From an optimization exercise on the open Yosys and OpenROAD flow, aimed at small area; shortcuts taken in it are not production practice.
In this exercise RTL edits were held to simulation tests only and were not proved equivalent to the original.
In runs 1 to 5, 7 and 8 the design's own scripts or RTL, not TritonCTS, make the clock network.
No driver is modelled on the clock port, so clock power and skew are understated where the tree is cut down; a real chip needs a root buffer or a tree.
Power is estimated from default activity; no workload was simulated.

==> design/flow/design.v <==
module spi_master
(
input               clk             ,
input               rst_n           ,
output              SPI4wire_SCK    ,
output              SPI4wire_CS_N   ,
output              SPI4wire_MOSI   ,
input               SPI4wire_MISO   ,
input   [15:0]      par_freq_div    ,
input   [7:0]       par_adr_sclknum ,
input   [7:0]       par_dat_sclknum ,
input               par_cpha        ,
input               par_cpol        ,
input               tx_tvalid       ,
input   [31:0]      tx_tdata        ,
output              tx_tready       ,
output              rx_tvalid       ,
output  [31:0]      rx_tdata
);
localparam I1 = 3'b000, I0 = 3'b001, IR = 3'b010, FN = 3'b011,
           L1 = 3'b100, LD = 3'b101, RN = 3'b111;
reg [2:0]  state;
reg        sck;
reg [14:0] half_cnt;    
reg        half;        
reg [5:0]  bit_cnt;     
reg [31:0] shreg;
reg        mosi;
reg        flag;
wire [5:0] sclk_num = par_adr_sclknum[5:0] + par_dat_sclknum[5:0];
wire       tready   = (state == I1);
wire       rvalid   = (state == IR);
wire       cs_n     = ~(state[2] & state[0]);
wire       accept   = tx_tvalid & tready;
wire       idle     = ~state[2] & ~(state[1] & state[0]);
wire       active   = state[2];    
wire       term     = (half_cnt[14:1] == 14'd0) & (half_cnt[0] ^ (half & par_freq_div[0]));
wire       ev_mid   = active & term & ~half;
wire       ev_end   = active & term & half;
wire       last_end = bit_cnt[5] & ~bit_cnt[0];           
wire       in_bits  = state[2] & state[1] & (half ? ~last_end : ~bit_cnt[5]);
wire       sample   = in_bits & (par_cpha ? ev_end : ev_mid);
wire       tx_step  = ~bit_cnt[5] & (par_cpha ? ev_mid : ev_end);
assign SPI4wire_SCK  = sck;
assign SPI4wire_CS_N = cs_n;
assign SPI4wire_MOSI = mosi;
assign tx_tready     = tready;
assign rx_tvalid     = rvalid;
assign rx_tdata      = shreg;
always @(posedge clk or negedge rst_n)
begin
    if (!rst_n) begin
        state  <= I0;
        sck    <= 1'b0;
    end else begin
        case (state)
        I0, IR: state <= I1;
        I1: if (tx_tvalid) state <= L1;
        L1: state <= LD;
        LD: if (ev_end) state <= RN;
        RN: if (ev_end & last_end) state <= FN;
        FN: state <= flag ? IR : I0;
        default: state <= I0;
        endcase
        if (idle)
            sck <= par_cpol;
        else if (term & in_bits)
            sck <= ~sck;
    end
end
always @(posedge clk)
begin
    if (~active | term)
        half_cnt <= par_freq_div[15:1];
    else
        half_cnt <= half_cnt - 1'b1;
    half <= active & (half ^ term);
    if (idle)
        bit_cnt <= sclk_num;
    else if (ev_mid)
        bit_cnt <= bit_cnt - 1'b1;
end
wire [3:0]  t2 = {1'b0, sclk_num[1] & sclk_num[0], sclk_num[1], sclk_num[1] | sclk_num[0]};
wire [7:0]  t3 = {t2 & {4{sclk_num[2]}}, t2 | {4{sclk_num[2]}}};
wire [15:0] t4 = {t3 & {8{sclk_num[3]}}, t3 | {8{sclk_num[3]}}};
wire        hi = sclk_num[5] | sclk_num[4];
wire [31:0] keep = {(t4 & {16{sclk_num[4]}}) | {16{sclk_num[5]}}, t4 | {16{hi}}};
integer i;
always @(posedge clk)
begin
    if (accept) begin
        for (i = 0; i < 32; i = i + 1)
            shreg[i] <= tx_tdata[i] & keep[31 - i];
        flag <= tx_tdata[31];
    end else if (sample)
        shreg <= {shreg[30:0], SPI4wire_MISO};
    if ((state[2] & ~state[1]) | tx_step)
        mosi <= shreg[31];
end
endmodule
==> design/flow/flow/run.sh <==
#!/bin/bash
# Standard ORFS layout (standard.sh) with these changes:
#  - synthesis maps logic with an area-oriented ABC script (flow/area.abc) and
#    leaves adders to ABC (ADDER_MAP_FILE empty); everything else in the
#    synthesis script is the standard flow's own synth_recipe.tcl
#  - port buffers use buf_1
#  - CTS, then the clock tree is rebuilt as four buffers driven by the clock
#    port, one per cluster of flip-flops (flow/post_cts.tcl)
set -euo pipefail
W=$PWD
{ head -1 synth_recipe.tcl
  echo "proc abc {args} { set i [lsearch \$args -script]; lset args [expr {\$i+1}] $W/flow/area.abc; yosys abc {*}\$args }"
  tail -n +2 synth_recipe.tcl; } > area_synth.tcl
export BUFFER_PORTS_ARGS="-buffer_cell sky130_fd_sc_hd__buf_1"
export CTS_ARGS="-sink_clustering_enable -repair_clock_nets -dont_use_dummy_load -buf_list {sky130_fd_sc_hd__clkbuf_4}"
export POST_CTS_TCL=$W/flow/post_cts.tcl
bash standard.sh SYNTH_SCRIPT=$W/area_synth.tcl ADDER_MAP_FILE= finish > standard_flow.log 2>&1
==> design/flow/flow/area.abc <==
strash
&get -n
&fraig -x
&put
scorr
dc2
strash
balance -l; resub -K 6 -l; rewrite -l; resub -K 6 -N 2 -l; refactor -l; resub -K 8 -l; balance -l; resub -K 8 -N 2 -l; rewrite -l; resub -K 10 -l; rewrite -z -l; resub -K 10 -N 2 -l; balance -l; resub -K 12 -l; refactor -z -l; resub -K 12 -N 2 -l; rewrite -z -l; balance -l
&get -n
&deepsyn -T 30
&put
&get -n
&dch -f
&nf -R 1000
&put
==> design/flow/flow/post_cts.tcl <==
# After CTS: rebuild the clock tree as four clkbuf_8 buffers driven by the
# clock port, one per cluster of flip-flops; a buffer whose flip-flops see a
# clock slew above 0.1 ns becomes clkbuf_16.
source [file dirname [info script]]/rebuild_clock.tcl
rebuild_clock_tree 4 sky130_fd_sc_hd__clkbuf_8 sky130_fd_sc_hd__clkbuf_16 0.1
==> design/flow/flow/rebuild_clock.tcl <==
# After CTS: replace the clock tree by $k buffers driven by the clock port
# directly, one per cluster of flip-flops (k-means on their locations). Each
# buffer is $master at the centroid of its cluster, upsized to $bigger if its
# flip-flops see a clock slew above $limit_ns.
proc rebuild_clock_tree { k master bigger limit_ns } {
  set block [ord::get_db_block]
  set db [ord::get_db]
  set clk [$block findNet clk]
  # walk the tree from the clock port
  set sinks {}; set bufs {}; set nets {}
  set todo [list $clk]
  while {[llength $todo]} {
    set net [lindex $todo 0]; set todo [lrange $todo 1 end]
    foreach it [$net getITerms] {
      if {[$it isOutputSignal]} continue
      set inst [$it getInst]
      set m [[$inst getMaster] getName]
      if {[string match sky130_fd_sc_hd__clkbuf_* $m]} {
        lappend bufs $inst
        set o [[$inst findITerm X] getNet]
        lappend nets $o; lappend todo $o
      } elseif {[[$it getMTerm] getName] == "CLK"} {
        lappend sinks $it
      } else {
        puts "rebuild_clock_tree: clock drives [$inst getName]/[[$it getMTerm] getName], skipped"; return
      }
    }
  }
  set n [llength $sinks]
  if {$n < $k} { puts "rebuild_clock_tree: $n sinks, skipped"; return }
  set xs {}; set ys {}
  foreach it $sinks {
    set bb [[$it getInst] getBBox]
    lappend xs [expr {([$bb xMin] + [$bb xMax]) / 2.0}]
    lappend ys [expr {([$bb yMin] + [$bb yMax]) / 2.0}]
  }
  # k-means, seeded with sinks spread along the sorted x+y order
  set order [lsort -real -indices [lmap x $xs y $ys {expr {$x + $y}}]]
  set cx {}; set cy {}
  for {set c 0} {$c < $k} {incr c} {
    set i [lindex $order [expr {int(($c + 0.5) * $n / $k)}]]
    lappend cx [lindex $xs $i]; lappend cy [lindex $ys $i]
  }
  for {set iter 0} {$iter < 50} {incr iter} {
    set asg {}
    for {set i 0} {$i < $n} {incr i} {
      set best -1
      for {set c 0} {$c < $k} {incr c} {
        set d [expr {abs([lindex $xs $i] - [lindex $cx $c]) + abs([lindex $ys $i] - [lindex $cy $c])}]
        if {$best < 0 || $d < $best} { set best $d; set bc $c }
      }
      lappend asg $bc
    }
    for {set c 0} {$c < $k} {incr c} { set sx($c) 0.0; set sy($c) 0.0; set sn($c) 0 }
    for {set i 0} {$i < $n} {incr i} {
      set c [lindex $asg $i]
      set sx($c) [expr {$sx($c) + [lindex $xs $i]}]; set sy($c) [expr {$sy($c) + [lindex $ys $i]}]; incr sn($c)
    }
    for {set c 0} {$c < $k} {incr c} {
      if {$sn($c) > 0} { lset cx $c [expr {$sx($c) / $sn($c)}]; lset cy $c [expr {$sy($c) / $sn($c)}] }
    }
  }
  # remove the old tree
  foreach it $sinks { $it disconnect }
  foreach b $bufs {
    foreach it [$b getITerms] { if {[$it getNet] != "NULL"} { $it disconnect } }
    odb::dbInst_destroy $b
  }
  foreach net $nets { odb::dbNet_destroy $net }
  # new buffers
  set newbufs {}
  for {set c 0} {$c < $k} {incr c} {
    if {$sn($c) == 0} continue
    set inst [odb::dbInst_create $block [$db findMaster $master] clkbuf_leaf_$c]
    set net [odb::dbNet_create $block clknet_leaf_$c]
    $net setSigType CLOCK
    [$inst findITerm A] connect $clk
    [$inst findITerm X] connect $net
    $inst setLocation [expr {int([lindex $cx $c])}] [expr {int([lindex $cy $c])}]
    $inst setPlacementStatus PLACED
    lappend newbufs $inst
    set bufnet($c) $net
  }
  for {set i 0} {$i < $n} {incr i} { [lindex $sinks $i] connect $bufnet([lindex $asg $i]) }
  for {set c 0} {$c < $k} {incr c} { puts "rebuild_clock_tree: cluster $c has $sn($c) flip-flops" }
  detailed_placement
  estimate_parasitics -placement
  set up 0
  foreach inst $newbufs {
    set net [[$inst findITerm X] getNet]
    set worst 0.0
    foreach pin [get_pins -of_objects [get_nets [$net getName]]] {
      if {[get_property $pin direction] != "input"} continue
      set s [get_property $pin slew_max]
      if {$s > $worst} { set worst $s }
    }
    puts "rebuild_clock_tree: [$inst getName] worst clock-pin slew $worst"
    if {$worst > $limit_ns} { $inst swapMaster [$db findMaster $bigger]; incr up }
  }
  if {$up > 0} {
    detailed_placement
    estimate_parasitics -placement
  }
  puts "rebuild_clock_tree: [llength $newbufs] buffers, $up upsized"
}
==> design/flow/standard.sh <==
#!/bin/bash
# synth_recipe.tcl (not shown) runs the flow's synth.tcl, then flattens the netlist and writes it again
# the make line also repeats each setting of config.mk as NAME=value (left out here)
make -C /OpenROAD-flow-scripts/flow DESIGN_CONFIG=/design/flow/config.mk WORK_HOME=/design/flow/orfs CLKGATE_MAP_FILE= SYNTH_SCRIPT=/design/flow/synth_recipe.tcl "${@:-finish}"
==> design/flow/config.mk <==
export PLATFORM = sky130hd
export DESIGN_NAME = spi_master
export DESIGN_NICKNAME = spi_master
export VERILOG_FILES = /design/flow/design.v
export SDC_FILE = /design/flow/constraint.sdc
export NUM_CORES = 4
export LEC_CHECK = 0
export CAP_MARGIN = 20
export CORE_MARGIN = 2
export CORE_UTILIZATION = 65
export GPL_TIMING_DRIVEN = 0
export SLEW_MARGIN = 20
==> design/flow/constraint.sdc <==
create_clock -name core_clock -period 6.0 [get_ports {clk}]
set_input_delay 1.2000 -clock core_clock [delete_from_list [all_inputs] [get_ports {clk}]]
set_output_delay 1.2000 -clock core_clock [all_outputs]
set_load 0.01 [all_outputs]
==> run_results.csv, run 1 <==
group,metric,value,unit
power_and_ir_drop,internal_power,0.649,mW
grt,grt_max_degree,38,
timing,maxSlewViolCount,0,
placed_design,place_inst,433,
hold_path,hold_path.class,"flip-flop to flip-flop",
floorplanning,fp.dieW,70.8,um
power_and_ir_drop,irDropWorstVdd,0.236,mV
power_and_ir_drop,powerDensity,258,nW/um^2
timing,rsz0062_at_grt,"false",
worst_setup_path,crit_fanout,11,
routing,via_count,2616,
worst_setup_path,arrival,4.57,ns
final_layout,finalNonFillerCells,437,
final_layout,syn_to_final_growth,19.7,%
power_and_ir_drop,power_frac_clock,19.5,%
power_and_ir_drop,switching_share,27.6,%
placed_design,hpwl,5200,um
run,maxCapViolCount,0,
yosys,synth.avg_cell_area,10.5,um^2
timing,setup_viol,0,
worst_setup_path,required,5.92,ns
yosys,synth_cell_type_count,31,
placed_design,place_congestion,0.822,
yosys,yosys-top-cells-area,"edfxtp_1 (41%), dfxtp_1 (11%), nand2_1 (7.0%)",
grt,grt_pass1_vias,2554,
timing,fin_ws,1.35,ns
floorplanning,rows,24,
hold_path,hp-start,"flag",
yosys,ys_async_sr_fraction,6.67,%
grt,grt_first_pass_wirelength,11400,um
yosys,yosysSeqAreaShare,56.0,%
floorplanning,die_area,5010,um^2
final_layout,drive_gt1_share,2.60,%
worst_setup_path,endpoint_kind,"flip-flop",
worst_setup_path,r2r_start,"state[2]",
clocking,clk_latency,0.16,ns
timing,worstMarginPinSlew,0.844,ns
placed_design,place_ws,1.20,ns
routing,first_pass_iters,4,
timing,post-route-min-period,4.65,ns
grt,grt_antenna_before_repair,0,
floorplanning,start_util,67.1,%
worst_setup_path,worstSetupStartpointType,"input port",
floorplanning,die_h,70.8,um
grt,grt_overflow,0,
routing,drc_errors,0,
yosys,synth-seq-cells,60,
power_and_ir_drop,seq_power_share,60.4,%
final_layout,nets,457,
timing,hold_ws,0.445,ns
yosys,synthFlopType,"edfxtp_1",
routing,vias_per_cell,5.99,
worst_setup_path,cp-startpoint,"par_adr_sclknum[0]",
worst_setup_path,path_class,"input port to flip-flop",
final_layout,diodes,0,
routing,drt_iter0_markers,218,
clocking,clock_sinks,60,
yosys,synth-edff-count,40,
yosys,netlist_area,2900,um^2
yosys,yosysWarningCount,1,
routing,drt-total-wl,7000,um
outcome,status,"no timing/DRC/antenna violations",
timing,finalHoldViolations,0,
timing,max-slew-margin-rel,43.1,%
placed_design,io_buffers,102,
power_and_ir_drop,p_switching,0.247,mW
timing,worst_clock_skew,0.0219,ns
floorplanning,ios,107,
power_and_ir_drop,p_leak,1.17,nW
floorplanning,core,4320,um^2
yosys,synth_top_area_cell,"edfxtp_1",
yosys,syn_inst,277,
timing,period_share,77.5,%
power_and_ir_drop,comb_power_share,20.1,%
yosys,synthesis.nets,347,
timing,fmaxAchievable,0.215,GHz
clocking,clkTransAtPathRegs,0.10,ns
routing,wire_per_inst,16.0,um
grt,track_usage,28.8,%
timing,fin_setup_tns,0,ns
yosys,synth_top_cell_area_share,41.4,%
routing,ant_nets,0,
## cell type report
cell class	instances	area (um^2)
flip-flops and latches	60	1620
multi-input cells	214	1280
repair buffers	104	422
plain buffers	4	66.3
fillers	308	853
well taps	52	65.1
inverters	3	11.3
## logic make-up after synthesis
group | count (synthesis) | share of synthesized area [%]
adder cells (fa/ha/maj) | 3 | 1.04
multiplexers | 1 | 0.345
flip-flops | 60 | 56.0
AO/OA/AOI/OAI | 82 | 19.1
buffers and inverters | 3 | 0.388
XOR/XNOR | 24 | 7.25
AND/OR/NAND/NOR | 104 | 16.0
## synthesized netlist by cell type (4+ instances only)
library cell	n
nand2_1	54
xor2_1	15
nand2b_1	6
nand3_1	6
nor3_1	5
o21ai_0	28
xnor2_1	9
edfxtp_1	40
dfxtp_1	16
a21oi_1	18
a22o_1	8
a21o_1	4
a32o_1	16
nor2_1	16
nand4_1	4
## registers in the layout (all words and copies together), names as in the netlist
| register | cells |
|---|---|
| flag | 1 |
| bit_cnt | 6 |
| mosi | 1 |
| state | 3 |
| sck | 1 |
| half_cnt | 15 |
| shreg | 32 |
| half | 1 |
## layer usage
metal	routed length, um	global-route usage [%]	vias up
met3	528	8.69	16
li1	-	-	1262
met1	2880	37.5	1223
met2	3430	46.5	115
met5	0	0	-
met4	167	9.43	0
## power groups by stage
stage	clock [mW]	sequential, mW	combinational [mW]
global route	0.190	0.550	0.206
global placement	0	0.547	0.169
finish	0.174	0.541	0.181
detailed placement	0	0.550	0.177
floorplan	0	0.539	0.128
## final timing paths
| check | endpoint | slack (ns) | cells after the start |
|---|---|---|---|
| worst max-delay path | shreg[19] | 1.35 | 11 |
| worst min-delay path | state[0] | 0.45 | 1 |
| worst max register to register | shreg[3] | 3.30 | 6 |
| worst min register to register | state[0] | 0.45 | 1 |
| max in group asynchronous | state[0] | 4.87 | 1 |
| min in group asynchronous | state[1] | 0.88 | 1 |
## cells in the final DEF (no fill, tap or decap), drive strengths merged
master	count
nand2b	6
a21oi	18
buf	104
and2	2
dfstp	1
edfxtp	40
nand4	4
mux2i	1
nor3b	1
a31oi	1
maj3	3
clkinv	3
xnor2	9
o41ai	2
nor2	16
xor2	15
a32o	16
nor2b	2
o211ai	3
nand3	6
o21ai	28
nor3	5
o21a	1
or3	2
dfxtp	16
a22o	8
clkbuf	4
a21o	4
and3	3
a2bb2oi	1
nand2	54
dfrtp	3
nor4	3
## per-stage QoR
stage / utilization (%) / power (mW) / cell area (um^2)
final: 80.3 / 0.896 / 3470
after global routing: 80.3 / 0.946 / 3470
after detailed placement: 78.7 / 0.726 / 3400
after global placement: 77.4 / 0.716 / 3350
after floorplan: - / 0.667 / 2900
## worst max-delay path, stage by stage
cell	delay, ns
buf_1	0.12
nand2_1	0.12
o21ai_0	0.16
maj3_1	0.41
maj3_1	0.41
maj3_1	0.39
xnor2_1	0.65
and2_0	0.35
a21oi_1	0.20
nor2b_1	0.27
a32o_1	0.29
==> inputs of run 2 (changes only) <==
--- a/design/flow/flow/run.sh
+++ b/design/flow/flow/run.sh
@@ -14,4 +14,5 @@
 export BUFFER_PORTS_ARGS="-buffer_cell sky130_fd_sc_hd__buf_1"
 export CTS_ARGS="-sink_clustering_enable -repair_clock_nets -dont_use_dummy_load -buf_list {sky130_fd_sc_hd__clkbuf_4}"
 export POST_CTS_TCL=$W/flow/post_cts.tcl
+export PRE_RESIZE_TCL=$W/flow/pre_resize.tcl
 bash standard.sh SYNTH_SCRIPT=$W/area_synth.tcl ADDER_MAP_FILE= finish > standard_flow.log 2>&1
==> design/flow/flow/pre_resize.tcl (new file) <==
# Before repair_design: keep its slew/capacitance buffers small.
set_dont_use {sky130_fd_sc_hd__buf_6 sky130_fd_sc_hd__buf_8 sky130_fd_sc_hd__buf_12 sky130_fd_sc_hd__buf_16}
==> run_results.csv, run 2 <==
group,metric,value,unit
outcome,status,"no timing/DRC/antenna violations",
routing,drt_iter0_markers,214,
final_layout,fillers,304,
final_layout,top_regs,"shreg: 32 flops, half_cnt: 15 flops, bit_cnt: 6 flops",
yosys,yosysWarningCount,1,
routing,vias_per_cell,5.87,
worst_setup_path,cp_common_cell,"maj3_1",
final_layout,diodes,0,
yosys,syn_inst,277,
routing,met1_length,2970,um
worst_setup_path,worstSetupStartpointType,"input port",
final_layout,nets,457,
yosys,synth_most_common_cell,"nand2_1",
timing,finalHoldViolations,0,
grt,grt_max_degree,38,
worst_setup_path,crit_fanout,11,
yosys,yosys-top-cells-area,"edfxtp_1 (41%), dfxtp_1 (11%), nand2_1 (7.0%)",
power_and_ir_drop,switching_share,28.0,%
grt,grt_pass1_vias,2505,
worst_setup_path,arrival,4.58,ns
placed_design,hpwl,5130,um
yosys,synth_top_area_cell,"edfxtp_1",
clocking,clk_latency,0.15,ns
floorplanning,start_util,67.1,%
timing,maxSlewViolCount,0,
yosys,yosysSeqAreaShare,56.0,%
floorplanning,core,4320,um^2
worst_setup_path,slowest_delay,0.70,ns
routing,first_pass_iters,4,
power_and_ir_drop,irDropWorstVdd,0.235,mV
yosys,synth_common_cells,"nand2_1 (54), edfxtp_1 (40), o21ai_0 (28)",
floorplanning,ios,107,
routing,wl_met3,495,um
final_layout,syn_to_final_growth,19.2,%
clocking,clock_sinks,60,
grt,track_usage,28.3,%
yosys,synth_top_cell_area_share,41.4,%
floorplanning,rows,24,
yosys,synth_cell_type_count,31,
final_layout,largest_reg_flops,32,
timing,rsz0062_at_grt,"false",
worst_setup_path,crit_family,"adder cells",
timing,fmaxAchievable,0.214,GHz
floorplanning,die_area,5010,um^2
power_and_ir_drop,powerDensity,260,nW/um^2
timing,post-route-min-period,4.67,ns
timing,setup_viol,0,
worst_setup_path,critPathSlowestCell,"xnor2_1",
yosys,synthFlopType,"edfxtp_1",
timing,worstMarginPinSlew,0.842,ns
yosys,synth-edff-count,40,
hold_path,hold_path.class,"flip-flop to flip-flop",
yosys,synth-seq-cells,60,
timing,worst_clock_skew,0.0145,ns
clocking,clkTransAtPathRegs,0.10,ns
power_and_ir_drop,seq_power_share,60.2,%
final_layout,drive_gt1_share,2.60,%
grt,grt_first_pass_wirelength,11300,um
grt,grt_overflow,0,
yosys,ys_async_sr_fraction,6.67,%
power_and_ir_drop,p_switching,0.252,mW
final_layout,utilization,80.0,%
routing,ant_nets,0,
run,maxCapViolCount,0,
worst_setup_path,endpoint_kind,"flip-flop",
routing,wire_per_inst,15.8,um
yosys,netlist_area,2900,um^2
timing,fin_setup_tns,0,ns
routing,via_count,2565,
final_layout,most-common-layout-cells,"buf_1 (102), nand2_1 (53), edfxtp_1 (40)",
routing,drc_errors,0,
timing,max-slew-margin-rel,43.2,%
placed_design,io_buffers,102,
power_and_ir_drop,finalPower,0.901,mW
power_and_ir_drop,comb_power_share,19.8,%
worst_setup_path,required,5.91,ns
grt,grt_antenna_before_repair,0,
placed_design,place_congestion,0.822,
worst_setup_path,worstPathBufferInverterCount,1,
final_layout,final_common_cell,"buf_1",
power_and_ir_drop,internal_power,0.649,mW
worst_setup_path,worstPathCellList,"buf_1 > nand2_1 > o21ai_0 > maj3_1 > maj3_1 > maj3_1 > xnor2_1 > and2_0 > a21oi_1 > nor2b_1 > a32o_1",
final_layout,regMostFlops,"shreg",
floorplanning,fp.dieW,70.8,um
routing,drt-total-wl,6900,um
timing,period_share,77.8,%
floorplanning,die_h,70.8,um
routing,wl_met2,3330,um
yosys,synthesis.nets,347,
yosys,synth.avg_cell_area,10.5,um^2
worst_setup_path,path_class,"input port to flip-flop",
power_and_ir_drop,p_leak,1.18,nW
routing,top_layer,"met4",
power_and_ir_drop,power_frac_clock,20.0,%
==> run 2: layout make-up <==
cell class | count | area, um^2 | share of cell area [%]
Sequential cell | 60 | 1620 | 46.9
Multi-Input combinational cell | 214 | 1280 | 37.1
Timing Repair Buffer | 104 | 409 | 11.8
Buffer | 4 | 66.3 | 1.92
Tap cell | 52 | 65.1 | 1.88
Inverter | 3 | 11.3 | 0.326
==> run 2: kinds of logic (layout without fill, tap and decap cells) <==
family | Yosys count | in the layout | synth area share (%)
simple gates | 104 | 104 | 16.0
compound gates | 82 | 82 | 19.1
flops | 60 | 60 | 56.0
xor+xnor | 24 | 24 | 7.25
fa+ha+maj | 3 | 3 | 1.04
buf+inv | 3 | 111 | 0.388
mux | 1 | 1 | 0.345
==> run 2: worst register-to-register path: stages, from the launching register on <==
cell,delay [ns]
dfxtp_1,0.34
nor4_1,0.48
nand4_1,0.24
nor2_1,0.27
nand4_1,0.25
o21ai_4,0.42
bufbuf_8,0.40
==> run 2: routing by layer <==
metal  up-vias  GRT usage [%]
met4         0           8.81
met1      1192           39.2
met2       102           45.8
met5         -              0
li1       1261              -
met3        10           5.41
==> run 2: stage by stage <==
step	instance area (um^2)	setup WS [ns]	hold WS, ns	cells
after floorplan	2900	1.48	0.391	277
after global placement	3350	0.338	0.433	431
final	3460	1.33	0.442	437
after detailed placement	3390	1.19	0.431	433
after global routing	3460	1.09	0.465	437
==> run 2: worst paths after layout <==
kind / endpoint / start / cells after the start / slack (ns)
min: state[0] / flag / 1 / 0.44
max reg2reg: shreg[26] / half_cnt[7] / 6 / 3.27
max: shreg[19] / par_adr_sclknum[0] / 11 / 1.33
min reg2reg: state[0] / flag / 1 / 0.44
min in group asynchronous: sck / rst_n / 1 / 0.87
max in group asynchronous: state[0] / rst_n / 1 / 4.88
==> run 2: power groups by stage <==
stage / clock (mW) / sequential, mW / combinational [mW]
6_report: 0.180 / 0.542 / 0.179
5_1_grt: 0.192 / 0.550 / 0.203
3_5_place_dp: 0 / 0.549 / 0.177
3_3_place_gp: 0 / 0.547 / 0.169
2_1_floorplan: 0 / 0.539 / 0.128
==> inputs of run 3 (changes only) <==
--- a/design/flow/flow/run.sh
+++ b/design/flow/flow/run.sh
@@ -6,6 +6,9 @@
 #  - port buffers use buf_1
 #  - CTS, then the clock tree is rebuilt as four buffers driven by the clock
 #    port, one per cluster of flip-flops (flow/post_cts.tcl)
+#  - repair_design may not use buffers above buf_4 (flow/pre_resize.tcl), and
+#    afterwards cells are downsized where no limit or timing needs them
+#    (flow/post_resize.tcl)
 set -euo pipefail
 W=$PWD
 { head -1 synth_recipe.tcl
@@ -15,4 +18,5 @@
 export CTS_ARGS="-sink_clustering_enable -repair_clock_nets -dont_use_dummy_load -buf_list {sky130_fd_sc_hd__clkbuf_4}"
 export POST_CTS_TCL=$W/flow/post_cts.tcl
 export PRE_RESIZE_TCL=$W/flow/pre_resize.tcl
+export POST_RESIZE_TCL=$W/flow/post_resize.tcl
 bash standard.sh SYNTH_SCRIPT=$W/area_synth.tcl ADDER_MAP_FILE= finish > standard_flow.log 2>&1
==> design/flow/flow/downsize.tcl (new file) <==
# Greedy downsizing: swap each combinational cell (largest first) to the
# smallest cell of its family that leaves no max slew, max capacitance or max
# fanout violation and keeps the worst setup slack at least $min_slack ns.
proc downsize_cells { min_slack } {
  set db [ord::get_db]
  set block [ord::get_db_block]
  set libs [$db getLibs]
  # family -> masters sorted by area
  set fam [dict create]
  foreach lib $libs {
    foreach m [$lib getMasters] {
      set n [$m getName]
      if {![regexp {^(sky130_fd_sc_hd__[a-z0-9]+)_([0-9]+)$} $n -> base drive]} continue
      dict lappend fam $base [list [expr {[$m getWidth] * [$m getHeight]}] $n]
    }
  }
  set cands {}
  foreach inst [$block getInsts] {
    set m [$inst getMaster]
    set n [$m getName]
    if {[$inst isFixed]} continue
    if {![regexp {^(sky130_fd_sc_hd__[a-z0-9]+)_([0-9]+)$} $n -> base drive]} continue
    if {[string match *df* $base] || [string match *clk* $base] || [string match *tap* $base] || [string match *fill* $base] || [string match *decap* $base] || [string match *conb* $base]} continue
    lappend cands [list [expr {[$m getWidth] * [$m getHeight]}] $inst $base]
  }
  set cands [lsort -real -decreasing -index 0 $cands]
  set saved 0
  foreach c $cands {
    lassign $c area inst base
    set cur [[$inst getMaster] getName]
    foreach opt [lsort -real -index 0 [dict get $fam $base]] {
      lassign $opt oarea oname
      if {$oarea >= $area} break
      set m [$db findMaster $oname]
      if {$m == "NULL"} continue
      $inst swapMaster $m
      if {[sta::max_slew_violation_count] == 0 && [sta::max_capacitance_violation_count] == 0 && [sta::max_fanout_violation_count] == 0 && [sta::worst_slack_cmd max] >= $min_slack * 1e-9} {
        set saved [expr {$saved + $area - $oarea}]
        set cur $oname
        break
      }
      $inst swapMaster [$db findMaster $cur]
    }
  }
  puts "downsize_cells: saved [expr {$saved / 1e6}] um2"
}
==> design/flow/flow/post_resize.tcl (new file) <==
# After repair_design: give back drive strength that the design does not need.
source [file dirname [info script]]/downsize.tcl
downsize_cells 0.5
==> run_results.csv, run 3 <==
group,metric,value,unit
worst_setup_path,endpoint_kind,"flip-flop",
final_layout,fillers,319,
final_layout,finalNonFillerCells,437,
timing,fin_setup_tns,0,ns
hold_path,hold_path.class,"flip-flop to flip-flop",
final_layout,multi_input_area,1270,um^2
yosys,synthFlopType,"edfxtp_1",
clocking,clock_sinks,60,
yosys,synth_top_area_cell,"edfxtp_1",
floorplanning,die_h,70.8,um
timing,maxSlewViolCount,0,
routing,first_pass_iters,4,
yosys,yosysWarningCount,1,
routing,wire_per_inst,15.7,um
power_and_ir_drop,irDropWorstVdd,0.237,mV
grt,track_usage,28.3,%
grt,grt_antenna_before_repair,0,
power_and_ir_drop,power_frac_clock,18.3,%
timing,post-route-min-period,4.66,ns
power_and_ir_drop,powerDensity,257,nW/um^2
yosys,synth_common_cells,"nand2_1 (54), edfxtp_1 (40), o21ai_0 (28)",
placed_design,place_inst,433,
power_and_ir_drop,seq_power_share,61.5,%
routing,drt-total-wl,6880,um
timing,setup_viol,0,
final_layout,diodes,0,
yosys,synthesis.nets,347,
worst_setup_path,arrival,4.57,ns
outcome,status,"no timing/DRC/antenna violations",
timing,finalHoldViolations,0,
timing,period_share,77.6,%
yosys,yosys-top-cells-area,"edfxtp_1 (41%), dfxtp_1 (11%), nand2_1 (7.0%)",
final_layout,top_regs,"shreg: 32 flops, half_cnt: 15 flops, bit_cnt: 6 flops",
routing,ant_nets,0,
worst_setup_path,worstSetupStartpointType,"input port",
clocking,clk_latency,0.16,ns
power_and_ir_drop,p_switching,0.248,mW
run,maxCapViolCount,0,
placed_design,hpwl,5150,um
yosys,synth_top_cell_area_share,41.4,%
routing,drt_iter0_markers,265,
power_and_ir_drop,comb_power_share,20.2,%
final_layout,regMostFlops,"shreg",
final_layout,final_common_cell,"buf_1",
routing,drc_errors,0,
routing,vias_per_cell,5.92,
power_and_ir_drop,internal_power,0.634,mW
worst_setup_path,crit_fanout,11,
floorplanning,die_area,5010,um^2
floorplanning,start_util,67.1,%
grt,grt_pass1_vias,2513,
final_layout,drive_gt1_share,1.82,%
final_layout,syn_to_final_growth,18.2,%
grt,grt_first_pass_wirelength,11300,um
yosys,synth-seq-cells,60,
worst_setup_path,path_class,"input port to flip-flop",
yosys,synth_cell_type_count,31,
grt,grt_max_degree,38,
clocking,clkTransAtPathRegs,0.10,ns
final_layout,seq_area,1620,um^2
floorplanning,ios,107,
final_layout,largest_reg_flops,32,
routing,via_count,2586,
placed_design,io_buffers,102,
timing,worstMarginPinSlew,1.03,ns
yosys,syn_inst,277,
timing,worst_clock_skew,0.0153,ns
power_and_ir_drop,switching_share,28.1,%
worst_setup_path,required,5.91,ns
timing,max-slew-margin-rel,31.2,%
timing,fmaxAchievable,0.215,GHz
yosys,synth_most_common_cell,"nand2_1",
floorplanning,core,4320,um^2
yosys,yosysSeqAreaShare,56.0,%
power_and_ir_drop,p_leak,1.16,nW
final_layout,most-common-layout-cells,"buf_1 (103), nand2_1 (53), edfxtp_1 (40)",
yosys,netlist_area,2900,um^2
yosys,synth.avg_cell_area,10.5,um^2
yosys,synth-edff-count,40,
floorplanning,rows,24,
yosys,ys_async_sr_fraction,6.67,%
placed_design,place_congestion,0.822,
timing,rsz0062_at_grt,"false",
grt,grt_overflow,0,
floorplanning,fp.dieW,70.8,um
final_layout,nets,457,
timing,hold_ws,0.455,ns
-- run 3: cell types whose count changed in the layout (fill, tap and decap cells not counted) --
cell	delta
buf_1	+1
buf_4	-1
clkbuf_16	-1
clkbuf_8	+1
o21ai_0	+1
o21ai_1	+1
o21ai_2	-1
o21ai_4	-1
-- run 3: cells by family (layout without fill, tap and decap cells) --
family                   count (synthesis)  in the layout  synth area share (%)
buffers and inverters                    3            111                 0.388
adder cells (fa/ha/maj)                  3              3                  1.04
flip-flops                              60             60                  56.0
multiplexers                             1              1                 0.345
AND/OR/NAND/NOR                        104            104                  16.0
AO/OA/AOI/OAI                           82             82                  19.1
XOR/XNOR                                24             24                  7.25
-- run 3: cell type report --
| cell class | count | area share (%) |
|---|---|---|
| Tap cell | 52 | 1.90 |
| Multi-Input combinational cell | 214 | 37.0 |
| Timing Repair Buffer | 104 | 11.8 |
| Inverter | 3 | 0.328 |
| Sequential cell | 60 | 47.3 |
| Buffer | 4 | 1.61 |
-- run 3: power by group through the flow --
| stage | logic [mW] | clock network (mW) | registers [mW] |
|---|---|---|---|
| global route | 0.202 | 0.174 | 0.550 |
| detailed placement | 0.176 | 0 | 0.550 |
| global placement | 0.169 | 0 | 0.547 |
| finish | 0.178 | 0.161 | 0.542 |
| floorplan | 0.128 | 0 | 0.539 |
-- run 3: path summary, 6_finish.rpt --
check / from / to / slack [ns] / cells after the start
max: par_adr_sclknum[0] / shreg[19] / 1.34 / 11
min: flag / state[0] / 0.46 / 1
max reg2reg: half_cnt[7] / shreg[8] / 2.89 / 6
min reg2reg: flag / state[0] / 0.46 / 1
max in group asynchronous: rst_n / state[0] / 4.90 / 1
min in group asynchronous: rst_n / state[2] / 0.85 / 1
-- run 3: per-stage QoR --
stage	total power [mW]	utilization [%]	worst slack [ns]	cell area, um^2
after floorplan	0.667	-	1.48	2900
after global placement	0.716	77.4	0.338	3350
after detailed placement	0.726	78.0	1.16	3370
after global routing	0.926	79.3	1.08	3430
final	0.882	79.3	1.34	3430
-- run 3: critical path, stage by stage --
cell,delay (ns)
buf_1,0.12
nand2_1,0.11
o21ai_0,0.15
maj3_1,0.41
maj3_1,0.40
maj3_1,0.39
xnor2_1,0.68
and2_0,0.36
a21oi_1,0.20
nor2b_1,0.26
a32o_1,0.28
-- run 3: routing by layer --
metal / vias to the layer above / global-route usage (%) / share of wire, %
met5: - / 0 / 0
met4: 0 / 8.60 / 1.7
met3: 10 / 4.99 / 7.8
met2: 109 / 47.5 / 49
met1: 1204 / 38.0 / 42
li1: 1263 / - / -
==> inputs of run 4 (changes only) <==
--- a/design/flow/design.v
+++ b/design/flow/design.v
@@ -27,13 +27,13 @@
 reg [31:0] shreg;
 reg        mosi;
 reg        flag;
-wire [5:0] sclk_num = par_adr_sclknum[5:0] + par_dat_sclknum[5:0];
 wire       tready   = (state == I1);
 wire       rvalid   = (state == IR);
 wire       cs_n     = ~(state[2] & state[0]);
 wire       accept   = tx_tvalid & tready;
 wire       idle     = ~state[2] & ~(state[1] & state[0]);
 wire       active   = state[2];    
+wire [5:0] sclk_num = (idle ? par_adr_sclknum[5:0] : bit_cnt) + (par_dat_sclknum[5:0] | {6{~idle}});
 wire       term     = (half_cnt[14:1] == 14'd0) & (half_cnt[0] ^ (half & par_freq_div[0]));
 wire       ev_mid   = active & term & ~half;
 wire       ev_end   = active & term & half;
@@ -75,10 +75,8 @@
     else
         half_cnt <= half_cnt - 1'b1;
     half <= active & (half ^ term);
-    if (idle)
+    if (idle | ev_mid)
         bit_cnt <= sclk_num;
-    else if (ev_mid)
-        bit_cnt <= bit_cnt - 1'b1;
 end
 wire [3:0]  t2 = {1'b0, sclk_num[1] & sclk_num[0], sclk_num[1], sclk_num[1] | sclk_num[0]};
 wire [7:0]  t3 = {t2 & {4{sclk_num[2]}}, t2 | {4{sclk_num[2]}}};
--- a/design/flow/flow/area.abc
+++ b/design/flow/flow/area.abc
@@ -13,3 +13,4 @@
 &dch -f
 &nf -R 1000
 &put
+mfs3 -ae
==> run_results.csv, run 4 <==
group,metric,value,unit
outcome,status,"no timing/DRC/antenna violations",
power_and_ir_drop,p_switching,0.201,mW
floorplanning,rows,24,
worst_setup_path,arrival,4.52,ns
final_layout,stdcell_area,3400,um^2
floorplanning,fp.dieW,70.4,um
grt,grt_pass1_vias,2326,
final_layout,top_regs,"shreg: 32 flops, half_cnt: 15 flops, bit_cnt: 6 flops",
power_and_ir_drop,seq_power_share,64.5,%
final_layout,fillers,335,
yosys,synth_top_cell_area_share,41.9,%
clocking,clkTransAtPathRegs,0.10,ns
power_and_ir_drop,irDropWorstVdd,0.261,mV
power_and_ir_drop,internal_power,0.630,mW
timing,setup_viol,0,
run,maxCapViolCount,0,
grt,grt_first_pass_wirelength,10800,um
final_layout,diodes,0,
power_and_ir_drop,powerDensity,244,nW/um^2
power_and_ir_drop,comb_power_share,14.1,%
final_layout,final_common_cell,"buf_1",
yosys,yosysSeqAreaShare,56.6,%
yosys,synthFlopType,"edfxtp_1",
routing,wire_per_inst,15.4,um
grt,grt_overflow,0,
floorplanning,core,4290,um^2
yosys,synth-edff-count,40,
worst_setup_path,worstSetupStartpointType,"input port",
placed_design,post_dp_cell_area,3320,um^2
yosys,ys_async_sr_fraction,6.67,%
hold_path,hold_path.class,"flip-flop to flip-flop",
routing,ant_nets,0,
clocking,clock_sinks,60,
clocking,clk_latency,0.16,ns
power_and_ir_drop,power_frac_clock,21.4,%
routing,drc_errors,0,
routing,vias_per_cell,5.91,
timing,maxSlewViolCount,0,
yosys,synth_common_cells,"nand2_1 (51), edfxtp_1 (40), o21ai_0 (31)",
power_and_ir_drop,p_leak,1.16,nW
yosys,yosys-top-cells-area,"edfxtp_1 (42%), dfxtp_1 (11%), nand2_1 (6.7%)",
floorplanning,die_h,70.4,um
final_layout,syn_to_final_growth,18.6,%
worst_setup_path,crit_fanout,8,
hold_path,hp-start,"shreg[31]",
timing,worst_clock_skew,0.0213,ns
worst_setup_path,cp-startpoint,"par_adr_sclknum[1]",
yosys,synth_cell_type_count,32,
floorplanning,start_util,66.8,%
timing,worstMarginPinSlew,0.870,ns
placed_design,place_congestion,0.831,
timing,fmaxAchievable,0.223,GHz
yosys,synth-seq-cells,60,
placed_design,io_buffers,102,
floorplanning,ios,107,
placed_design,hpwl,5030,um
worst_setup_path,endpoint_kind,"flip-flop",
floorplanning,die_area,4960,um^2
yosys,synth.avg_cell_area,10.3,um^2
worst_setup_path,required,6.03,ns
routing,via_count,2602,
placed_design,place_ws,1.44,ns
yosys,yosysWarningCount,1,
power_and_ir_drop,finalPower,0.831,mW
worst_setup_path,path_class,"input port to flip-flop",
timing,period_share,74.9,%
timing,fin_ws,1.51,ns
yosys,netlist_area,2870,um^2
final_layout,nets,460,
yosys,synthesis.nets,349,
grt,grt_antenna_before_repair,0,
worst_setup_path,r2r_start,"state[0]",
final_layout,regMostFlops,"shreg",
final_layout,most-common-layout-cells,"buf_1 (103), nand2_1 (50), edfxtp_1 (40)",
grt,track_usage,27.7,%
power_and_ir_drop,switching_share,24.2,%
yosys,synth_most_common_cell,"nand2_1",
routing,first_pass_iters,5,
routing,drt_iter0_markers,194,
final_layout,largest_reg_flops,32,
routing,drt-total-wl,6780,um
timing,rsz0062_at_grt,"false",
yosys,synth_top_area_cell,"edfxtp_1",
final_layout,drive_gt1_share,2.06,%
timing,finalHoldViolations,0,
timing,fin_setup_tns,0,ns
grt,grt_max_degree,37,
timing,max-slew-margin-rel,41.4,%
final_layout,utilization,79.2,%
yosys,syn_inst,279,
timing,post-route-min-period,4.49,ns
## run 4: cell types whose count changed after synthesis, sizes merged, moves of 4 or more
| cell | change |
|---|---|
| clkinv | +9 |
| a21oi | -6 |
| nor2 | +5 |
| a22o | -4 |
| mux2i | +4 |
| nor3 | +4 |
## run 4: path summary, 6_finish.rpt
| check | cells after the start | end | slack (ns) |
|---|---|---|---|
| max | 15 | shreg[19] | 1.51 |
| min | 0 | mosi | 0.49 |
| max reg2reg | 14 | shreg[19] | 1.56 |
| min reg2reg | 0 | mosi | 0.49 |
| max in group asynchronous | 1 | state[0] | 4.86 |
| min in group asynchronous | 1 | state[1] | 0.88 |
## run 4: cell type report
class	instances	area, um^2	share of cell area, %
Buffer	4	66.3	1.95
Sequential cell	60	1620	47.7
Timing Repair Buffer	105	399	11.7
Inverter	12	45.0	1.32
Tap cell	52	65.1	1.91
Multi-Input combinational cell	207	1200	35.3
## run 4: kinds of logic after synthesis
logic type      Yosys count  share of synthesized area [%]
simple gates            107                           16.4
compound gates           76                           17.9
flops                    60                           56.6
xor+xnor                 19                           5.81
buf+inv                  12                           1.57
mux                       5                           1.75
## run 4: stage by stage
step | hold slack, ns | std cells
2_1_floorplan | 0.398 | 279
3_3_place_gp | 0.452 | 433
3_5_place_dp | 0.456 | 435
5_1_grt | 0.494 | 440
6_report | 0.492 | 440
## run 4: critical path, cell delays in order
cell,delay (ns)
buf_1,0.08
nor2_1,0.12
a21oi_1,0.09
a21boi_0,0.14
o21ai_0,0.16
nand2_1,0.11
a21oi_1,0.22
o21bai_1,0.14
o21ai_0,0.33
xor2_1,0.47
nand2_1,0.23
nand2_1,0.32
clkinv_1,0.23
o21ai_0,0.38
a32o_1,0.29
## run 4: metal layers
metal | vias to the layer above | GRT usage, % | share of wire, %
met4 | 0 | 6.84 | 1.9
met1 | 1219 | 38.8 | 42
met5 | - | 0 | 0
li1 | 1253 | - | -
met2 | 120 | 44.0 | 48
met3 | 10 | 6.35 | 8.2
## run 4: power groups by stage
stage          Combinational, mW  Sequential (mW)  Clock [mW]
2_1_floorplan             0.0844            0.536           0
3_3_place_gp               0.111            0.542           0
3_5_place_dp               0.118            0.544           0
5_1_grt                    0.137            0.545       0.192
6_report                   0.118            0.536       0.178
==> inputs of run 5 (changes only) <==
--- a/design/flow/flow/downsize.tcl
+++ b/design/flow/flow/downsize.tcl
@@ -1,5 +1,5 @@
 # Greedy downsizing: swap each combinational cell (largest first) to the
-# smallest cell of its family that leaves no max slew, max capacitance or max
+# smallest cell of its family (bufbuf may become buf) that leaves no max slew, max capacitance or max
 # fanout violation and keeps the worst setup slack at least $min_slack ns.
 proc downsize_cells { min_slack } {
   set db [ord::get_db]
@@ -11,7 +11,10 @@
     foreach m [$lib getMasters] {
       set n [$m getName]
       if {![regexp {^(sky130_fd_sc_hd__[a-z0-9]+)_([0-9]+)$} $n -> base drive]} continue
-      dict lappend fam $base [list [expr {[$m getWidth] * [$m getHeight]}] $n]
+      set a [expr {[$m getWidth] * [$m getHeight]}]
+      dict lappend fam $base [list $a $n]
+      # buffers of both kinds are interchangeable
+      if {$base == "sky130_fd_sc_hd__buf" && $n != "sky130_fd_sc_hd__buf_16"} { dict lappend fam sky130_fd_sc_hd__bufbuf [list $a $n] }
     }
   }
   set cands {}
==> design/flow/flow/pre_resize.tcl (replaced) <==
# Before repair_design: keep its slew/capacitance buffers small.
set_dont_use {sky130_fd_sc_hd__buf_6 sky130_fd_sc_hd__buf_8 sky130_fd_sc_hd__buf_12 sky130_fd_sc_hd__buf_16 sky130_fd_sc_hd__bufbuf_8 sky130_fd_sc_hd__bufbuf_16}
==> run_results.csv, run 5 <==
group,metric,value,unit
final_layout,seq_area,1620,um^2
worst_setup_path,r2r_start,"state[0]",
routing,drt_iter0_markers,194,
power_and_ir_drop,irDropWorstVdd,0.261,mV
hold_path,hold_path.class,"flip-flop to flip-flop",
worst_setup_path,r2r_slack,1.56,ns
power_and_ir_drop,internal_power,0.630,mW
grt,track_usage,27.7,%
clocking,clock_sinks,60,
timing,post-route-min-period,4.49,ns
routing,drc_errors,0,
final_layout,diodes,0,
final_layout,final_common_cell,"buf_1",
yosys,yosys-top-cells-area,"edfxtp_1 (42%), dfxtp_1 (11%), nand2_1 (6.7%)",
worst_setup_path,endpoint_kind,"flip-flop",
yosys,yosysWarningCount,1,
floorplanning,fp.dieW,70.4,um
outcome,status,"no timing/DRC/antenna violations",
yosys,synthesis.nets,349,
power_and_ir_drop,switching_share,24.2,%
yosys,ys_async_sr_fraction,6.67,%
final_layout,top_regs,"shreg: 32 flops, half_cnt: 15 flops, bit_cnt: 6 flops",
worst_setup_path,required,6.03,ns
yosys,synth_top_area_cell,"edfxtp_1",
routing,vias_per_cell,5.91,
yosys,synth_top_cell_area_share,41.9,%
timing,hold_ws,0.492,ns
power_and_ir_drop,p_switching,0.201,mW
yosys,yosysSeqAreaShare,56.6,%
yosys,synth_common_cells,"nand2_1 (51), edfxtp_1 (40), o21ai_0 (31)",
worst_setup_path,arrival,4.52,ns
placed_design,place_congestion,0.831,
floorplanning,rows,24,
yosys,netlist_area,2870,um^2
routing,first_pass_iters,5,
timing,maxSlewViolCount,0,
timing,fmaxAchievable,0.223,GHz
worst_setup_path,crit_fanout,8,
yosys,synth-edff-count,40,
final_layout,largest_reg_flops,32,
power_and_ir_drop,seq_power_share,64.5,%
hold_path,hp-start,"shreg[31]",
timing,finalHoldViolations,0,
grt,grt_antenna_before_repair,0,
worst_setup_path,path_class,"input port to flip-flop",
power_and_ir_drop,powerDensity,244,nW/um^2
timing,fin_setup_tns,0,ns
grt,grt_max_degree,37,
worst_setup_path,reg2reg_to,"shreg[19]",
timing,rsz0062_at_grt,"false",
routing,via_count,2602,
hold_path,min_to,"mosi",
floorplanning,ios,107,
timing,setup_viol,0,
final_layout,syn_to_final_growth,18.6,%
yosys,synthFlopType,"edfxtp_1",
yosys,synth_cell_type_count,32,
grt,grt_pass1_vias,2326,
yosys,synth_most_common_cell,"nand2_1",
floorplanning,start_util,66.8,%
placed_design,io_buffers,102,
timing,period_share,74.9,%
timing,max-slew-margin-rel,41.4,%
final_layout,multi_input_area,1200,um^2
final_layout,regMostFlops,"shreg",
clocking,clk_latency,0.16,ns
power_and_ir_drop,power_frac_clock,21.4,%
final_layout,nets,460,
floorplanning,die_area,4960,um^2
routing,drt-total-wl,6780,um
hold_path,hold_path_depth,0,
final_layout,drive_gt1_share,2.06,%
yosys,synth.avg_cell_area,10.3,um^2
final_layout,fillers,335,
grt,grt_overflow,0,
worst_setup_path,worstSetupStartpointType,"input port",
grt,grt_first_pass_wirelength,10800,um
yosys,synth-seq-cells,60,
worst_setup_path,rr_worst_depth,14,
routing,wire_per_inst,15.4,um
yosys,syn_inst,279,
power_and_ir_drop,p_leak,1.16,nW
routing,ant_nets,0,
final_layout,most-common-layout-cells,"buf_1 (103), nand2_1 (50), edfxtp_1 (40)",
clocking,clkTransAtPathRegs,0.10,ns
power_and_ir_drop,comb_power_share,14.1,%
timing,worst_clock_skew,0.0213,ns
floorplanning,die_h,70.4,um
timing,worstMarginPinSlew,0.870,ns
floorplanning,core,4290,um^2
placed_design,hpwl,5030,um
run,maxCapViolCount,0,
run 5: through the flow:
step	cell area (um^2)	utilization (%)	setup WS, ns	total power, mW	std cells
finish	3400	79.2	1.51	0.831	440
floorplan	2870	-	1.48	0.620	279
global placement	3310	77.2	0.254	0.653	433
global route	3400	79.2	1.15	0.873	440
detailed placement	3320	77.4	1.44	0.662	435
run 5: how the worst max path moves through the flow:
stage	start	endpoint	slack, ns	cells past startpoint
3_3_place_gp	par_freq_div[0]	shreg[9]	0.25	6
3_5_place_dp	par_adr_sclknum[1]	shreg[19]	1.44	15
2_1_floorplan	par_freq_div[0]	shreg[0]	1.48	5
6_report	par_adr_sclknum[1]	shreg[19]	1.51	15
5_1_grt	state[0]	shreg[19]	1.15	14
run 5: cells by family after synthesis:
group,Yosys count,share of synthesized area [%]
and+or+nand+nor,107,16.4
AOI/OAI and AO/OA,76,17.9
DFF,60,56.6
xor gates and xnor gates,19,5.81
buffers and inverters,12,1.57
muxes,5,1.75
run 5: layer usage:
metal	global-route usage (%)	routed length (um)	part of all wire (%)	vias up
met4	6.84	132	1.9	0
met3	6.35	557	8.2	10
met1	38.8	2850	42	1219
met5	0	0	0	-
met2	44.0	3240	48	120
li1	-	-	-	1253
run 5: critical path, cell delays in order:
cell and delay [ns]:
buf_1 0.08, nor2_1 0.12, a21oi_1 0.09, a21boi_0 0.14, o21ai_0 0.16, nand2_1 0.11
a21oi_1 0.22, o21bai_1 0.14, o21ai_0 0.33, xor2_1 0.47, nand2_1 0.23, nand2_1 0.32
clkinv_1 0.23, o21ai_0 0.38, a32o_1 0.29
run 5: area by class of cell:
type                       instances  area share (%)
timing repair buffer             105            11.7
multi-input combinational        207            35.3
inverter                          12            1.32
tap                               52            1.91
sequential                        60            47.7
buffer                             4            1.95
run 5: power groups by stage:
stage | sequential, mW | clock, mW | combinational [mW]
after floorplan | 0.536 | 0 | 0.0844
after global placement | 0.542 | 0 | 0.111
after detailed placement | 0.544 | 0 | 0.118
after global routing | 0.545 | 0.192 | 0.137
final | 0.536 | 0.178 | 0.118
==> inputs of run 6 (changes only) <==
--- a/design/flow/design.v
+++ b/design/flow/design.v
@@ -83,15 +83,16 @@
 wire [15:0] t4 = {t3 & {8{sclk_num[3]}}, t3 | {8{sclk_num[3]}}};
 wire        hi = sclk_num[5] | sclk_num[4];
 wire [31:0] keep = {(t4 & {16{sclk_num[4]}}) | {16{sclk_num[5]}}, t4 | {16{hi}}};
+wire sh_hold = ~accept & ~sample;
 integer i;
 always @(posedge clk)
 begin
-    if (accept) begin
-        for (i = 0; i < 32; i = i + 1)
-            shreg[i] <= tx_tdata[i] & keep[31 - i];
+    for (i = 0; i < 32; i = i + 1)
+        shreg[i] <= (tx_tdata[i] & keep[31 - i] & accept)
+                  | ((i == 0 ? SPI4wire_MISO : shreg[i - 1]) & sample)
+                  | (shreg[i] & sh_hold);
+    if (accept)
         flag <= tx_tdata[31];
-    end else if (sample)
-        shreg <= {shreg[30:0], SPI4wire_MISO};
     if ((state[2] & ~state[1]) | tx_step)
         mosi <= shreg[31];
 end
--- a/design/flow/flow/downsize.tcl
+++ b/design/flow/flow/downsize.tcl
@@ -1,5 +1,6 @@
 # Greedy downsizing: swap each combinational cell (largest first) to the
-# smallest cell of its family (bufbuf may become buf) that leaves no max slew, max capacitance or max
+# smallest cell of its family (a bufbuf may become a buf) that leaves no
+# max slew, max capacitance or max
 # fanout violation and keeps the worst setup slack at least $min_slack ns.
 proc downsize_cells { min_slack } {
   set db [ord::get_db]
--- a/design/flow/flow/rebuild_clock.tcl
+++ b/design/flow/flow/rebuild_clock.tcl
@@ -1,5 +1,6 @@
 # After CTS: replace the clock tree by $k buffers driven by the clock port
-# directly, one per cluster of flip-flops (k-means on their locations). Each
+# directly, one per cluster of flip-flops (balanced k-means on their
+# locations). Each
 # buffer is $master at the centroid of its cluster, upsized to $bigger if its
 # flip-flops see a clock slew above $limit_ns.
 proc rebuild_clock_tree { k master bigger limit_ns } {
@@ -41,20 +42,28 @@
     set i [lindex $order [expr {int(($c + 0.5) * $n / $k)}]]
     lappend cx [lindex $xs $i]; lappend cy [lindex $ys $i]
   }
-  for {set iter 0} {$iter < 50} {incr iter} {
-    set asg {}
+  # k-means with balanced clusters: each pass assigns sinks greedily by
+  # distance, at most ceil(n/k) sinks per cluster, then recenters
+  set cap [expr {($n + $k - 1) / $k}]
+  for {set iter 0} {$iter < 30} {incr iter} {
+    set pairs {}
     for {set i 0} {$i < $n} {incr i} {
-      set best -1
       for {set c 0} {$c < $k} {incr c} {
-        set d [expr {abs([lindex $xs $i] - [lindex $cx $c]) + abs([lindex $ys $i] - [lindex $cy $c])}]
-        if {$best < 0 || $d < $best} { set best $d; set bc $c }
+        lappend pairs [list [expr {abs([lindex $xs $i] - [lindex $cx $c]) + abs([lindex $ys $i] - [lindex $cy $c])}] $i $c]
       }
-      lappend asg $bc
     }
-    for {set c 0} {$c < $k} {incr c} { set sx($c) 0.0; set sy($c) 0.0; set sn($c) 0 }
+    set asg [lrepeat $n -1]
+    for {set c 0} {$c < $k} {incr c} { set sn($c) 0 }
+    foreach p [lsort -real -index 0 $pairs] {
+      lassign $p d i c
+      if {[lindex $asg $i] >= 0 || $sn($c) >= $cap} continue
+      lset asg $i $c
+      incr sn($c)
+    }
+    for {set c 0} {$c < $k} {incr c} { set sx($c) 0.0; set sy($c) 0.0 }
     for {set i 0} {$i < $n} {incr i} {
       set c [lindex $asg $i]
-      set sx($c) [expr {$sx($c) + [lindex $xs $i]}]; set sy($c) [expr {$sy($c) + [lindex $ys $i]}]; incr sn($c)
+      set sx($c) [expr {$sx($c) + [lindex $xs $i]}]; set sy($c) [expr {$sy($c) + [lindex $ys $i]}]
     }
     for {set c 0} {$c < $k} {incr c} {
       if {$sn($c) > 0} { lset cx $c [expr {$sx($c) / $sn($c)}]; lset cy $c [expr {$sy($c) / $sn($c)}] }
--- a/design/flow/config.mk
+++ b/design/flow/config.mk
@@ -7,6 +7,6 @@
 export LEC_CHECK = 0
 export CAP_MARGIN = 20
 export CORE_MARGIN = 2
-export CORE_UTILIZATION = 65
+export CORE_UTILIZATION = 80
 export GPL_TIMING_DRIVEN = 0
 export SLEW_MARGIN = 20
==> run_results.csv, run 6 <==
group,metric,value,unit
outcome,status,"aborted with a tool error",
yosys,netlist_area,2730,um^2
yosys,synth-seq-cells,60,
floorplanning,start_util,82.5,%
yosys,ys_async_sr_fraction,6.67,%
floorplanning,rows,21,
floorplanning,fp.dieW,62.4,um
yosys,synthesis.nets,389,
outcome,failed_stage,"global placement (3_3_place_gp)",
yosys,syn_inst,319,
floorplanning,ios,107,
yosys,synth.avg_cell_area,8.57,um^2
yosys,synth_most_common_cell,"nand2_1",
yosys,synthFlopType,"dfxtp_1",
yosys,synth_top_area_cell,"dfxtp_1",
outcome,error,"[ERROR GPL-0301] Utilization 106.085 % exceeds 100%.",
yosys,synth-edff-count,8,
floorplanning,die_h,62.4,um
yosys,synth_top_cell_area_share,35.2,%
yosys,yosys-top-cells-area,"dfxtp_1 (35%), nand2_1 (9.6%), edfxtp_1 (8.8%)",
placed_design,io_buffers,102,
yosys,synth_common_cells,"nand2_1 (70), dfxtp_1 (48), o21ai_0 (41)",
yosys,yosysSeqAreaShare,47.7,%
yosys,synth_cell_type_count,35,
yosys,yosysWarningCount,1,
## run 6: cell families after synthesis
group	count (synthesis)	synth area share [%]
buffers and inverters	12	1.65
DFF	60	47.7
and+or+nand+nor	120	19.0
AOI/OAI and AO/OA	104	24.2
muxes	2	0.778
xor gates and xnor gates	21	6.73
==> inputs of run 7 (changes only) <==
--- a/design/flow/config.mk
+++ b/design/flow/config.mk
@@ -7,6 +7,6 @@
 export LEC_CHECK = 0
 export CAP_MARGIN = 20
 export CORE_MARGIN = 2
-export CORE_UTILIZATION = 80
+export CORE_UTILIZATION = 65
 export GPL_TIMING_DRIVEN = 0
 export SLEW_MARGIN = 20
==> run_results.csv, run 7 <==
group,metric,value,unit
clocking,clkTransAtPathRegs,0.10,ns
worst_setup_path,worstSetupStartpointType,"flip-flop",
final_layout,stdcell_area,3260,um^2
yosys,yosysWarningCount,1,
worst_setup_path,required,6.09,ns
placed_design,hpwl,4990,um
worst_setup_path,worstPathCellList,"a21oi_1 > clkinv_1 > a21oi_1 > a21oi_1 > o32ai_1 > nand2_1 > o31ai_1 > a21oi_1 > xnor2_1 > or2_0 > clkinv_1 > a21oi_1 > o21ai_0 > nand2_1",
final_layout,largest_reg_flops,32,
hold_path,hold_path.class,"flip-flop to flip-flop",
grt,grt_overflow,0,
worst_setup_path,r2r_start,"state[2]",
worst_setup_path,rr_worst_depth,14,
worst_setup_path,crit_fanout,14,
power_and_ir_drop,power_frac_clock,24.2,%
run,maxCapViolCount,0,
power_and_ir_drop,switching_share,24.5,%
yosys,synth_top_cell_area_share,35.2,%
floorplanning,rows,23,
power_and_ir_drop,powerDensity,234,nW/um^2
worst_setup_path,r2r_slack,1.13,ns
timing,post-route-min-period,4.87,ns
timing,worstMarginPinSlew,1.01,ns
final_layout,top_regs,"shreg: 32 flops, half_cnt: 15 flops, bit_cnt: 6 flops",
routing,drt-total-wl,6980,um
timing,fmaxAchievable,0.205,GHz
worst_setup_path,path_class,"flip-flop to flip-flop",
final_layout,drive_gt1_share,1.65,%
final_layout,final_common_cell,"buf_1",
timing,worst_clock_skew,0.0129,ns
power_and_ir_drop,comb_power_share,12.2,%
yosys,synth_top_area_cell,"dfxtp_1",
timing,setup_viol,0,
yosys,yosys-top-cells-area,"dfxtp_1 (35%), nand2_1 (9.6%), edfxtp_1 (8.8%)",
worst_setup_path,reg2reg_to,"shreg[25]",
floorplanning,fp.dieW,68.8,um
outcome,status,"no timing/DRC/antenna violations",
yosys,netlist_area,2730,um^2
placed_design,io_buffers,102,
routing,ant_nets,0,
yosys,syn_inst,319,
timing,maxSlewViolCount,0,
grt,grt_antenna_before_repair,0,
floorplanning,core,4030,um^2
final_layout,nets,497,
final_layout,most-common-layout-cells,"buf_1 (102), nand2_1 (70), dfxtp_1 (48)",
placed_design,post_dp_cell_area,3180,um^2
timing,fin_setup_tns,0,ns
power_and_ir_drop,irDropWorstVdd,0.233,mV
timing,period_share,81.2,%
floorplanning,ios,107,
floorplanning,die_h,68.8,um
grt,grt_first_pass_wirelength,10200,um
final_layout,regMostFlops,"shreg",
final_layout,finalNonFillerCells,475,
worst_setup_path,arrival,4.96,ns
worst_setup_path,cp-startpoint,"state[2]",
grt,track_usage,29.0,%
placed_design,place_congestion,0.829,
power_and_ir_drop,finalPower,0.763,mW
power_and_ir_drop,p_leak,1.15,nW
routing,vias_per_cell,5.93,
timing,rsz0062_at_grt,"false",
routing,via_count,2815,
yosys,synth-seq-cells,60,
yosys,synthesis.nets,389,
routing,drt_iter0_markers,201,
worst_setup_path,critPathSlowestCell,"a21oi_1",
yosys,synth_most_common_cell,"nand2_1",
clocking,clk_latency,0.15,ns
yosys,synth_common_cells,"nand2_1 (70), dfxtp_1 (48), o21ai_0 (41)",
final_layout,syn_to_final_growth,19.3,%
yosys,synth_cell_type_count,35,
yosys,synthFlopType,"dfxtp_1",
grt,grt_max_degree,34,
power_and_ir_drop,seq_power_share,63.7,%
yosys,ys_async_sr_fraction,6.67,%
timing,finalHoldViolations,0,
worst_setup_path,slowest_delay,0.82,ns
power_and_ir_drop,internal_power,0.576,mW
floorplanning,die_area,4740,um^2
yosys,yosysSeqAreaShare,47.7,%
final_layout,diodes,0,
grt,grt_pass1_vias,2226,
routing,drc_errors,0,
worst_setup_path,cp_common_cell,"a21oi_1",
routing,first_pass_iters,5,
timing,max-slew-margin-rel,32.9,%
worst_setup_path,endpoint_kind,"flip-flop",
final_layout,utilization,80.9,%
power_and_ir_drop,p_switching,0.186,mW
hold_path,min_to,"state[0]",
yosys,synth-edff-count,8,
placed_design,place_inst,471,
routing,wire_per_inst,14.7,um
clocking,clock_sinks,60,
hold_path,hp-start,"flag",
hold_path,hold_path_depth,1,
floorplanning,start_util,67.8,%
yosys,synth.avg_cell_area,8.57,um^2
run 7: worst max-delay path, delay by kind of cell (launching register included):
kind                   cells  cell delay, ns
AO/OA/AOI/OAI              8            2.64
XOR/XNOR                   1            0.32
buffers and inverters      2            0.76
flip-flops                 1            0.50
AND/OR/NAND/NOR            3            0.58
run 7: worst max-delay path by stage:
stage           endpoint  depth (start not counted)
2_1_floorplan  shreg[11]                          7
3_3_place_gp   shreg[31]                          8
3_5_place_dp   shreg[25]                         14
5_1_grt        shreg[19]                         14
6_report       shreg[25]                         14
run 7: routing by layer:
metal,wire length [um],global-route usage (%),up-vias
li1,-,-,1372
met1,3080,41.0,1298
met2,3260,46.9,139
met3,594,5.84,6
met4,53,4.66,0
met5,0,0,-
run 7: kinds of logic after synthesis:
logic type	count (synthesis)	share of synthesized area, %
AOI/OAI and AO/OA	104	24.2
xor gates and xnor gates	21	6.73
buffers and inverters	12	1.65
DFF	60	47.7
muxes	2	0.778
and+or+nand+nor	120	19.0
run 7: layout make-up:
class | instances | area, um^2
Multi-Input combinational cell | 247 | 1400
Sequential cell | 60 | 1300
Fill cell | 306 | 769
Timing Repair Buffer | 102 | 383
Buffer | 4 | 66.3
Tap cell | 50 | 62.6
Inverter | 12 | 45.0
run 7: power groups by stage:
stage          clock network, mW  logic, mW  registers, mW
3_3_place_gp                   0     0.0867          0.492
3_5_place_dp                   0     0.0913          0.494
5_1_grt                    0.197      0.105          0.490
6_report                   0.184     0.0927          0.485
2_1_floorplan                  0     0.0639          0.485
run 7: metrics by stage:
stage	hold slack (ns)	worst slack (ns)
after global placement	0.447	0.537
after floorplan	0.385	1.84
after global routing	0.450	0.854
final	0.452	1.13
after detailed placement	0.452	1.33
==> inputs of run 8 (changes only) <==
--- a/design/flow/flow/area.abc
+++ b/design/flow/flow/area.abc
@@ -14,3 +14,9 @@
 &nf -R 1000
 &put
 mfs3 -ae
+strash
+&get -n
+&dch -f
+&nf -R 1000
+&put
+mfs3 -ae
==> run_results.csv, run 8 <==
group,metric,value,unit
timing,setup_viol,0,
yosys,synth.avg_cell_area,8.54,um^2
floorplanning,fp.dieW,68.2,um
yosys,synth-seq-cells,60,
final_layout,most-common-layout-cells,"buf_1 (103), nand2_1 (76), dfxtp_1 (48)",
timing,finalHoldViolations,0,
hold_path,hold_path_depth,1,
power_and_ir_drop,powerDensity,233,nW/um^2
yosys,netlist_area,2680,um^2
yosys,synth_fa_ha_area_share,0,%
grt,track_usage,29.8,%
routing,first_pass_iters,5,
timing,rsz0062_at_grt,"false",
yosys,synthesis.nets,384,
yosys,synth_compound_area_share,22.9,%
yosys,synth_common_cells,"nand2_1 (76), dfxtp_1 (48), o21ai_0 (40)",
clocking,clk_latency,0.15,ns
worst_setup_path,r2r_slack,1.33,ns
yosys,synth_top_cell_area_share,35.8,%
final_layout,final_common_cell,"buf_1",
final_layout,nets,494,
routing,drt_iter0_markers,203,
final_layout,drive_gt1_share,1.90,%
yosys,synth_top_family_by_area,"compound AO/OA/AOI/OAI gates",
placed_design,hpwl,4990,um
clocking,clkTransAtPathRegs,0.09,ns
power_and_ir_drop,p_leak,1.20,nW
yosys,synth-edff-count,8,
timing,worst_clock_skew,0.0161,ns
grt,grt_pass1_vias,2399,
grt,grt_max_degree,34,
power_and_ir_drop,seq_power_share,64.5,%
worst_setup_path,r2r_start,"state[2]",
yosys,yosysWarningCount,1,
power_and_ir_drop,switching_share,24.0,%
routing,wire_per_inst,14.6,um
final_layout,finalNonFillerCells,472,
timing,post-route-min-period,4.67,ns
hold_path,min_to,"state[0]",
placed_design,place_congestion,0.796,
placed_design,place_ws,1.38,ns
yosys,yosys-top-cells-area,"dfxtp_1 (36%), nand2_1 (11%), edfxtp_1 (9.0%)",
yosys,synth_xor_area_share,6.86,%
yosys,synth_most_common_cell,"nand2_1",
clocking,clock_sinks,60,
worst_setup_path,crit_fanout,13,
grt,grt_overflow,0,
timing,max-slew-margin-rel,31.0,%
yosys,ys_async_sr_fraction,6.67,%
worst_setup_path,reg2reg_to,"shreg[21]",
power_and_ir_drop,internal_power,0.570,mW
worst_setup_path,endpoint_kind,"flip-flop",
worst_setup_path,arrival,4.72,ns
yosys,synth_cell_type_count,32,
worst_setup_path,slowest_delay,0.85,ns
worst_setup_path,path_class,"flip-flop to flip-flop",
outcome,status,"no timing/DRC/antenna violations",
hold_path,hp-start,"flag",
final_layout,top_regs,"shreg: 32 flops, half_cnt: 15 flops, bit_cnt: 6 flops",
timing,maxSlewViolCount,0,
floorplanning,ios,107,
timing,period_share,77.9,%
yosys,synth.area.mux_share,0.373,%
routing,drc_errors,0,
yosys,synthSimpleGateAreaFrac,20.6,%
routing,via_count,2792,
floorplanning,start_util,67.5,%
floorplanning,die_h,68.2,um
worst_setup_path,critPathSlowestCell,"o21ai_0",
floorplanning,die_area,4650,um^2
worst_setup_path,rr_worst_depth,15,
-- run 8: how the worst max path moves through the flow --
stage,start,endpoint,slack (ns)
floorplan,par_freq_div[0],bit_cnt[0],1.95
global placement,par_freq_div[0],shreg[7],0.68
detailed placement,state[0],shreg[21],1.38
global route,state[2],shreg[21],0.85
finish,state[2],shreg[21],1.33
-- run 8: cell type report --
class	instances	area (um^2)
Inverter	5	18.8
Tap cell	50	62.6
Fill cell	290	752
Timing Repair Buffer	104	394
Multi-Input combinational cell	249	1380
Buffer	4	66.3
Sequential cell	60	1300
-- run 8: per-stage QoR --
stage / utilization [%] / power (mW) / instance area, um^2 / hold slack (ns)
final: 81.1 / 0.750 / 3220 / 0.462
after global routing: 81.1 / 0.781 / 3220 / 0.486
after detailed placement: 79.0 / 0.578 / 3140 / 0.435
after global placement: 78.7 / 0.571 / 3130 / 0.422
after floorplan: - / 0.542 / 2680 / 0.385
-- run 8: per-layer routing --
| metal | share of wire (%) | wire length, um | GRT usage, % |
|---|---|---|---|
| met5 | 0 | 0 | 0 |
| met1 | 42 | 2910 | 39.7 |
| met3 | 8.3 | 571 | 7.07 |
| met2 | 48 | 3300 | 48.2 |
| met4 | 1.6 | 112 | 8.75 |
-- run 8: cell families (layout without fill, tap and decap cells) --
group                     count (synthesis)  count (layout)
and+or+nand+nor                         129             129
AOI/OAI and AO/OA                        98              98
DFF                                      60              60
xor gates and xnor gates                 21              21
buffers and inverters                     5             113
muxes                                     1               1
-- run 8: worst max-delay path: cells and delay by family (launching register included) --
family,cells,cell delay (ns)
AOI/OAI and AO/OA,8,2.22
and+or+nand+nor,4,1.18
buffers and inverters,2,0.51
DFF,1,0.48
xor gates and xnor gates,1,0.19
-- run 8: power groups by stage --
stage                     combinational (mW)  clock (mW)  sequential (mW)
after global routing                  0.0996       0.193            0.488
after global placement                0.0810           0            0.490
after detailed placement              0.0868           0            0.492
after floorplan                       0.0589           0            0.483
final                                 0.0895       0.177            0.484

Re-timed with assumed drivers on the ports (clkbuf_16 on the clock, buf_2 on other inputs), run 8 has 1.329 ns of setup slack against 1.329 ns with ideal ports, and 1.329 ns once port delays also move by the mid clock arrival of 0.203 ns.
